Context: an optimization exercise on an open-source flow, tuned for small area, a short achievable clock period and few clock cycles per item. The choices shown serve that exercise and are no tape-out recipe.
At most, simulation tests tie the RTL to the original design; equivalence was not proved.
Power and IR drop assume default switching activity.

## JAM
module JAM (
input CLK,
input RST,
output reg [2:0] W,
output reg [2:0] J,
input [6:0] Cost,
output [3:0] MatchCount,
output reg [9:0] MinCost,
output reg Valid );
localparam K_NONE = 3'd0, K_CR = 3'd1, K_INIT = 3'd2, K_H = 3'd3, K_SCAN = 3'd4, K_EXT = 3'd5;
localparam S_CR = 0, S_WCR = 1, S_INIT = 2, S_WROW = 3, S_HB = 4, S_SCAN = 5,
           S_EXT = 6, S_WEXT = 7, S_RY = 8, S_RYW = 9, S_RYW2 = 10, S_DONE = 11;
function [3:0] mul16;
    input [3:0] a, b;
    reg [7:0] t;
    begin
        t = a * b;
        mul16 = t[3:0];
    end
endfunction
function [7:0] lowbit;
    input [7:0] x;
    integer m;
    reg seen;
    begin
        seen = 1'b0;
        for (m = 0; m < 8; m = m + 1) begin
            lowbit[m] = x[m] & ~seen;
            seen = seen | x[m];
        end
    end
endfunction
function [2:0] low3;
    input [7:0] x;
    integer m;
    begin
        low3 = 3'd0;
        for (m = 7; m >= 0; m = m - 1)
            if (x[m]) low3 = m;
    end
endfunction
reg [11:0] st;
reg [2:0] ak;           
reg       afirst, alast;
reg [7:0] off;          
reg [9:0] corr;         
reg       fsc;          
reg [2:0] bk;           
reg       ev;           
reg       accf, dfd;    
reg [7:0] rowasg;       
reg       aug_on;
reg       s1v;
reg [7:0] vo;           
reg [2:0] bi, bj;
reg       bfirst, blast;
reg [8:0] cs;           
reg [7:0] dA, dB;       
reg [7:0] v [0:7];      
reg [7:0] d [0:7];      
reg [2:0] prow [0:7];   
reg [7:0] pval;         
reg [2:0] way [0:7];    
reg [7:0] wset;         
reg [7:0] ready;
reg [7:0] rv; reg rtb; reg [2:0] rj; reg [7:0] rmask; reg [3:0] rcnt;
reg [7:0] mu; reg [2:0] jst; reg jst_m;
reg [2:0] cbj;           
reg       fresh;        
reg [2:0] row_cur, aug_row, aug_j;
reg [7:0] pend;
  ...
Size: about 2700 cells after synthesis, ~500 flip-flops, ~30 I/O pins.
Settings: LEC_CHECK=0, CAP_MARGIN=5, CORE_MARGIN=2, CORE_UTILIZATION=70, SETUP_SLACK_MARGIN=2.2, SLEW_MARGIN=5; clock period 5.0 ns.
run.sh (not shown) runs the stock make flow with config.mk's settings and CLKGATE_MAP_FILE= SYNTH_SCRIPT=/design/flow/synth_recipe.tcl, a recipe that flattens the netlist after the stock synthesis.
The baseline went through all stages and came out clean.
Testbench counts at the start, summed over its fixed seeds: cycles 5,819, items 24.
Change:
--- a/flow/config.mk
+++ b/flow/config.mk
@@ -6,7 +6,8 @@
 export NUM_CORES = 4
 export LEC_CHECK = 0
-export CAP_MARGIN = 5
+export CAP_MARGIN = 20
 export CORE_MARGIN = 2
 export CORE_UTILIZATION = 70
-export SETUP_SLACK_MARGIN = 2.2
-export SLEW_MARGIN = 5
+export CTS_BUF_LIST = sky130_fd_sc_hd__clkbuf_4
+export SETUP_SLACK_MARGIN = 2.0
+export SLEW_MARGIN = 20
=> The new run completed without violations. Non-clock buffer count came out lower by 36. Setup slack got worse by 0.14 ns. Sequential share of layout area rises by 1.0 points. Wire length drops slightly. Final area came out lower by a few percent. Clock-buffer cell count rose by 136. Critical path depth falls by 4. Worst hold slack improved by 0.0060 ns. Global-route usage rises by 0.74 points. Total power came out lower by a few percent. Sequential power hardly moves.
Change:
--- a/flow/config.mk
+++ b/flow/config.mk
@@ -9,5 +9,6 @@
 export CORE_MARGIN = 2
 export CORE_UTILIZATION = 70
-export CTS_BUF_LIST = sky130_fd_sc_hd__clkbuf_4
-export SETUP_SLACK_MARGIN = 2.0
+export CTS_BUF_LIST = sky130_fd_sc_hd__clkbuf_8
+export CTS_CLUSTER_SIZE = 24
+export SETUP_SLACK_MARGIN = 2.2
 export SLEW_MARGIN = 20
Final cell count goes down by 1.1%.
Total power goes down by 1.2%.
Area after synthesis stays the same.
First-iteration DRC count goes up by 21%.
Change:
--- a/flow/config.mk
+++ b/flow/config.mk
@@ -9,6 +9,4 @@
 export CORE_MARGIN = 2
 export CORE_UTILIZATION = 70
-export CTS_BUF_LIST = sky130_fd_sc_hd__clkbuf_8
-export CTS_CLUSTER_SIZE = 24
-export SETUP_SLACK_MARGIN = 2.2
+export SETUP_SLACK_MARGIN = 2.0
 export SLEW_MARGIN = 20
Die area is unchanged.
Clock-buffer cell count goes down by 32.
Register-to-register slack improved by 0.06 ns.
Design area goes down by 2.3%.
Routed wire length goes down by 2.9%.
Critical path depth is unchanged.
Change:
--- a/flow/config.mk
+++ b/flow/config.mk
@@ -8,5 +8,5 @@
 export CAP_MARGIN = 20
 export CORE_MARGIN = 2
-export CORE_UTILIZATION = 70
+export CORE_UTILIZATION = 60
 export SETUP_SLACK_MARGIN = 2.0
 export SLEW_MARGIN = 20
Result: Routed wire length is lower by 1.9%. Setup slack gains 0.026 ns. Non-clock buffer count is unchanged. Synthesized area stays the same. Sequential cell count is unchanged. Via count came out lower by 3.4%.

---

## wip/juniper
JAM again, from the RTL that the note above started with.
Design JAM, start of the top module:
module JAM (
input CLK,
input RST,
output reg [2:0] W,
output reg [2:0] J,
input [6:0] Cost,
output [3:0] MatchCount,
output reg [9:0] MinCost,
output reg Valid );
Settings: LEC_CHECK=0, CAP_MARGIN=20, CORE_MARGIN=2, CORE_UTILIZATION=70, SETUP_SLACK_MARGIN=2.3, SLEW_MARGIN=20; clock period 5.0 ns.
wip/juniper completed every stage of the flow, and the final layout passed the timing, DRC and antenna checks.
Testbench counts of wip/juniper, summed over its fixed seeds: cycles 5,819, items 24.
Here is what was changed in the inputs of wip/delta compared with wip/juniper.
--- a/flow/config.mk
+++ b/flow/config.mk
@@ -11 +11 @@
-export SETUP_SLACK_MARGIN = 2.3
+export SETUP_SLACK_MARGIN = 2.1
Findings:
Summary of wip/delta over wip/juniper: overall power of the completed layout +0.076 mW; final worst slack ~0 delta. Looking at count of placed standard cells in the final layout, fillers left out, wip/delta sits 69 below wip/juniper. Multi-input combinational cell area (wip/juniper / wip/delta): 1.06. Delta (wip/delta minus wip/juniper): wire length saw a decrease, total non-filler cell area in the finished layout saw a decrease, area after synthesis saw little to no change, maximum clock frequency saw little to no change. Going from wip/juniper to wip/delta, post-CTS resize count shrank by 49%; fraction of layout cells with a size suffix above 1 lower.
Setup changes, wip/delta to wip/umber
--- a/flow/config.mk
+++ b/flow/config.mk
@@ -11 +11 @@
-export SETUP_SLACK_MARGIN = 2.1
+export SETUP_SLACK_MARGIN = 2.6
Results
The lower share of the cycle needed by the critical path after routing came out of wip/delta. On number of ordinary inverters in the final layout: wip/umber sits above wip/delta. wip/umber drops more vias than wip/delta. Diff wip/delta -> wip/umber: clock transition at the registers of the reported paths roughly the same, number of non-clock buffers in the layout now larger.
## Diff of input files: wip/raven against wip/umber
--- a/flow/config.mk
+++ b/flow/config.mk
@@ -11 +11,2 @@
-export SETUP_SLACK_MARGIN = 2.6
+export CTS_CLUSTER_SIZE = 30
+export SETUP_SLACK_MARGIN = 2.2
==> notes.md <==
Compared with wip/umber, wip/raven shows a higher setup slack. [compare] base=wip/umber new=wip/raven: global-route wire length before repair now smaller; share of cell area taken by muxes after synthesis comparable.

---

JAM, a different RTL version from the one above (not shown whole).
Size: roughly 2700 cells after synthesis, about 510 flip-flops, ~30 I/O pins, ~28000 sq um of cells after synthesis.
## JAM
module JAM (
input CLK,
input RST,
output reg [2:0] W,
output reg [2:0] J,
input [6:0] Cost,
output [3:0] MatchCount,
output reg [9:0] MinCost,
output reg Valid );
clock: 5.0 ns
lec_check: 0
cap_margin: 20
core_margin: 2
core_utilization: 70
setup_slack_margin: 2.1
slew_margin: 20
Edit:
Settings changed: CTS_BUF_LIST from default to sky130_fd_sc_hd__clkbuf_4, SETUP_SLACK_MARGIN 2.1 to 2.2.
What happened: Area after synthesis is unchanged. Via count rises by 6.1%. Final area is higher by 2.2%. Power climbs by 1.6%. Global-route usage came out higher by 2.2 points. Routed wire length went up by 11%. Setup slack degrades by 0.47 ns. Register-to-register slack loses 0.47 ns. Clock skew went up by 0.052 ns. Flip-flop and latch count does not change.
Edit:
Settings changed: CTS_BUF_LIST sky130_fd_sc_hd__clkbuf_4 to default, TNS_END_PERCENT from default to 10.
After rerunning:
- The new run went through all stages and came out clean
- utilization went down by 1.5 points
- power is about the same
- non-clock buffer count decreases by 20
- cell count falls by a few percent
- clock skew fell by 0.034 ns
Edit:
Settings changed: SETUP_SLACK_MARGIN 2.2 to 2.3, TNS_END_PERCENT 10 to default.
=> Final area rose by about 4%. Global-route usage is higher by 2.0 points. Die area stays the same.
Function was not checked in any run of this note: the RTL went through the layout flow alone.

---

RTL: one of the versions met above, not the one the previous note started from.
Size in the first run: ~2700 cells after synthesis, ~500 flip-flops, ~30 I/O pins, roughly 0.028 mm² of cells after synthesis.
## JAM
module JAM (
input CLK,
input RST,
output reg [2:0] W,
output reg [2:0] J,
input [6:0] Cost,
output [3:0] MatchCount,
output reg [9:0] MinCost,
output reg Valid );
Settings: LEC_CHECK=0, CAP_MARGIN=20, CORE_MARGIN=2, CORE_UTILIZATION=70, CTS_CLUSTER_SIZE=40, SETUP_SLACK_MARGIN=2.2, SLEW_MARGIN=20; clock period 5.0 ns.
The baseline ran to the end with no violations.
Testbench counts at the start, summed over its fixed seeds: cycles 5,819, items 24.
Edit:
--- a/flow/config.mk
+++ b/flow/config.mk
@@ -10,3 +10,4 @@
 export CORE_UTILIZATION = 70
-export CTS_CLUSTER_SIZE = 40
+export CTS_BUF_LIST = sky130_fd_sc_hd__clkbuf_8
+export CTS_CLUSTER_SIZE = 30
 export SETUP_SLACK_MARGIN = 2.2
After rerunning:
- total power shrinks by a few percent
- count of clock-buffer cells in the layout grows by 27
- critical path depth is unchanged
- routed wire length grows by a few percent
- combinational power grows by a few percent
- setup slack got worse by 240 ps
- global-route usage grows by 0.22 points
- worst hold slack improved by 12 ps
- area after synthesis does not change
- final area hardly moves
Edit:
--- a/flow/config.mk
+++ b/flow/config.mk
@@ -9,5 +9,3 @@
 export CORE_MARGIN = 2
-export CORE_UTILIZATION = 70
-export CTS_BUF_LIST = sky130_fd_sc_hd__clkbuf_8
-export CTS_CLUSTER_SIZE = 30
+export CORE_UTILIZATION = 80
 export SETUP_SLACK_MARGIN = 2.2
What happened:
- With this change the flow failed in 5_1_grt, error GRT-0232
- synthesized cell count is unchanged
- synthesized area stays the same
Edit:
--- a/flow/config.mk
+++ b/flow/config.mk
@@ -7,6 +7,6 @@
 export LEC_CHECK = 0
-export CAP_MARGIN = 20
+export CAP_MARGIN = 10
 export CORE_MARGIN = 2
-export CORE_UTILIZATION = 80
+export CORE_UTILIZATION = 70
 export SETUP_SLACK_MARGIN = 2.2
-export SLEW_MARGIN = 20
+export SLEW_MARGIN = 10
Effect: The new run finished clean. Area after synthesis stays the same. Synthesized cell count does not change.
Edit:
--- a/flow/config.mk
+++ b/flow/config.mk
@@ -7,6 +7,6 @@
 export LEC_CHECK = 0
-export CAP_MARGIN = 10
+export CAP_MARGIN = 20
 export CORE_MARGIN = 2
-export CORE_UTILIZATION = 70
+export CORE_UTILIZATION = 75
 export SETUP_SLACK_MARGIN = 2.2
-export SLEW_MARGIN = 10
+export SLEW_MARGIN = 20
Result: The changed run went through all stages and came out clean. Synthesized area is unchanged. Total power goes up by 4.2%. Worst hold slack gains 6.8 ps. Worst setup slack got worse by 330 ps.
Edit:
--- a/flow/config.mk
+++ b/flow/config.mk
@@ -9,4 +9,5 @@
 export CORE_MARGIN = 2
-export CORE_UTILIZATION = 75
-export SETUP_SLACK_MARGIN = 2.2
+export CORE_UTILIZATION = 70
+export CTS_BUF_LIST = sky130_fd_sc_hd__clkbuf_8
+export SETUP_SLACK_MARGIN = 2.0
 export SLEW_MARGIN = 20
The new run completed with no timing, DRC or antenna violations. Final area fell by about 3.6%. Utilization fell by 9.5 points. Via count came out lower by 6.6%. Area after synthesis stays the same. Total power goes down by about 8%. Sequential power is about the same. Clock-buffer cell count rises by 27. Final cell count goes up by about 2.4%. Setup slack gains 60 ps. Die area went up by 7.0%. Worst hold slack improves by 18 ps.

-- separate check: timing with driven ports --
The flow's constraints put no driver on any port. The routed layouts listed below were extracted and timed again, unchanged, in two steps. Step 1 sets driving cells, clkbuf_16 on the clock port and buf_2 on the other inputs (assumed; they add their load-dependent delay and slew). Step 2 moves the port delays by t, midway between the first and last clock arrival at a register: inputs arrive t later, outputs are due t later. That takes back most of the time a late clock gives input paths. Slacks: no drivers / after step 1 / after step 2; pairs: no drivers / after step 1.
| run | shift t [ns] | setup slack, ns | hold WS [ns] | worst setup path at the end | clock arrival spread, ns |
|---|---|---|---|---|---|
| the first run of note 1 | 0.657 | 2.134 / 2.134 / 1.637 | 0.326 / 0.326 / 0.326 | input to register | 0.027 / 0.027 |
| the second run of note 1 | 0.939 | 1.995 / 1.982 / 1.302 | 0.332 / 0.332 / 0.332 | input to register | 0.046 / 0.045 |
| the third run of note 1 | 0.710 | 1.890 / 1.890 / 1.594 | 0.339 / 0.339 / 0.339 | input to register | 0.041 / 0.041 |
| the fourth run of note 1 | 0.667 | 1.952 / 1.952 / 1.443 | 0.353 / 0.353 / 0.353 | input to register | 0.017 / 0.017 |
| the fifth run of note 1 | 0.663 | 1.978 / 1.978 / 1.513 | 0.344 / 0.344 / 0.344 | input to register | 0.025 / 0.025 |
| wip/juniper | 0.669 | 2.083 / 2.083 / 1.516 | 0.336 / 0.336 / 0.336 | input to register | 0.032 / 0.032 |
| wip/delta | 0.670 | 2.085 / 2.085 / 1.547 | 0.351 / 0.351 / 0.351 | input to register | 0.034 / 0.034 |
| wip/umber | 0.681 | 1.863 / 1.863 / 1.638 | 0.342 / 0.342 / 0.342 | input to register | 0.026 / 0.026 |
| wip/raven | 0.659 | 2.129 / 2.129 / 1.636 | 0.327 / 0.327 / 0.327 | input to register | 0.030 / 0.030 |
| the first run of note 3 | 0.654 | 2.029 / 2.029 / 1.614 | 0.341 / 0.341 / 0.341 | input to register | 0.018 / 0.018 |
| the second run of note 3 | 0.916 | 1.557 / 1.557 / 1.477 | 0.340 / 0.340 / 0.340 | input to register | 0.085 / 0.084 |
| the third run of note 3 | 0.669 | 2.016 / 2.016 / 1.524 | 0.340 / 0.340 / 0.340 | input to register | 0.031 / 0.031 |
| the fourth run of note 3 | 0.680 | 1.825 / 1.825 / 1.687 | 0.322 / 0.322 / 0.322 | input to register | 0.029 / 0.029 |
| the first run of note 4 | 0.659 | 2.129 / 2.129 / 1.636 | 0.327 / 0.327 / 0.327 | input to register | 0.030 / 0.030 |
| the second run of note 4 | 0.710 | 1.890 / 1.890 / 1.594 | 0.339 / 0.339 / 0.339 | input to register | 0.041 / 0.041 |
| the fourth run of note 4 | 0.657 | 2.134 / 2.134 / 1.638 | 0.325 / 0.325 / 0.325 | input to register | 0.027 / 0.027 |
| the fifth run of note 4 | 0.677 | 1.800 / 1.800 / 1.542 | 0.332 / 0.332 / 0.332 | input to register | 0.035 / 0.034 |
| the sixth run of note 4 | 0.714 | 1.860 / 1.860 / 1.414 | 0.350 / 0.350 / 0.350 | input to register | 0.036 / 0.036 |
After both steps every run listed still meets setup and hold. For the second run of note 1, which loses most, drivers alone change the setup slack by -0.013 ns; drivers and shift together by -0.693 ns.
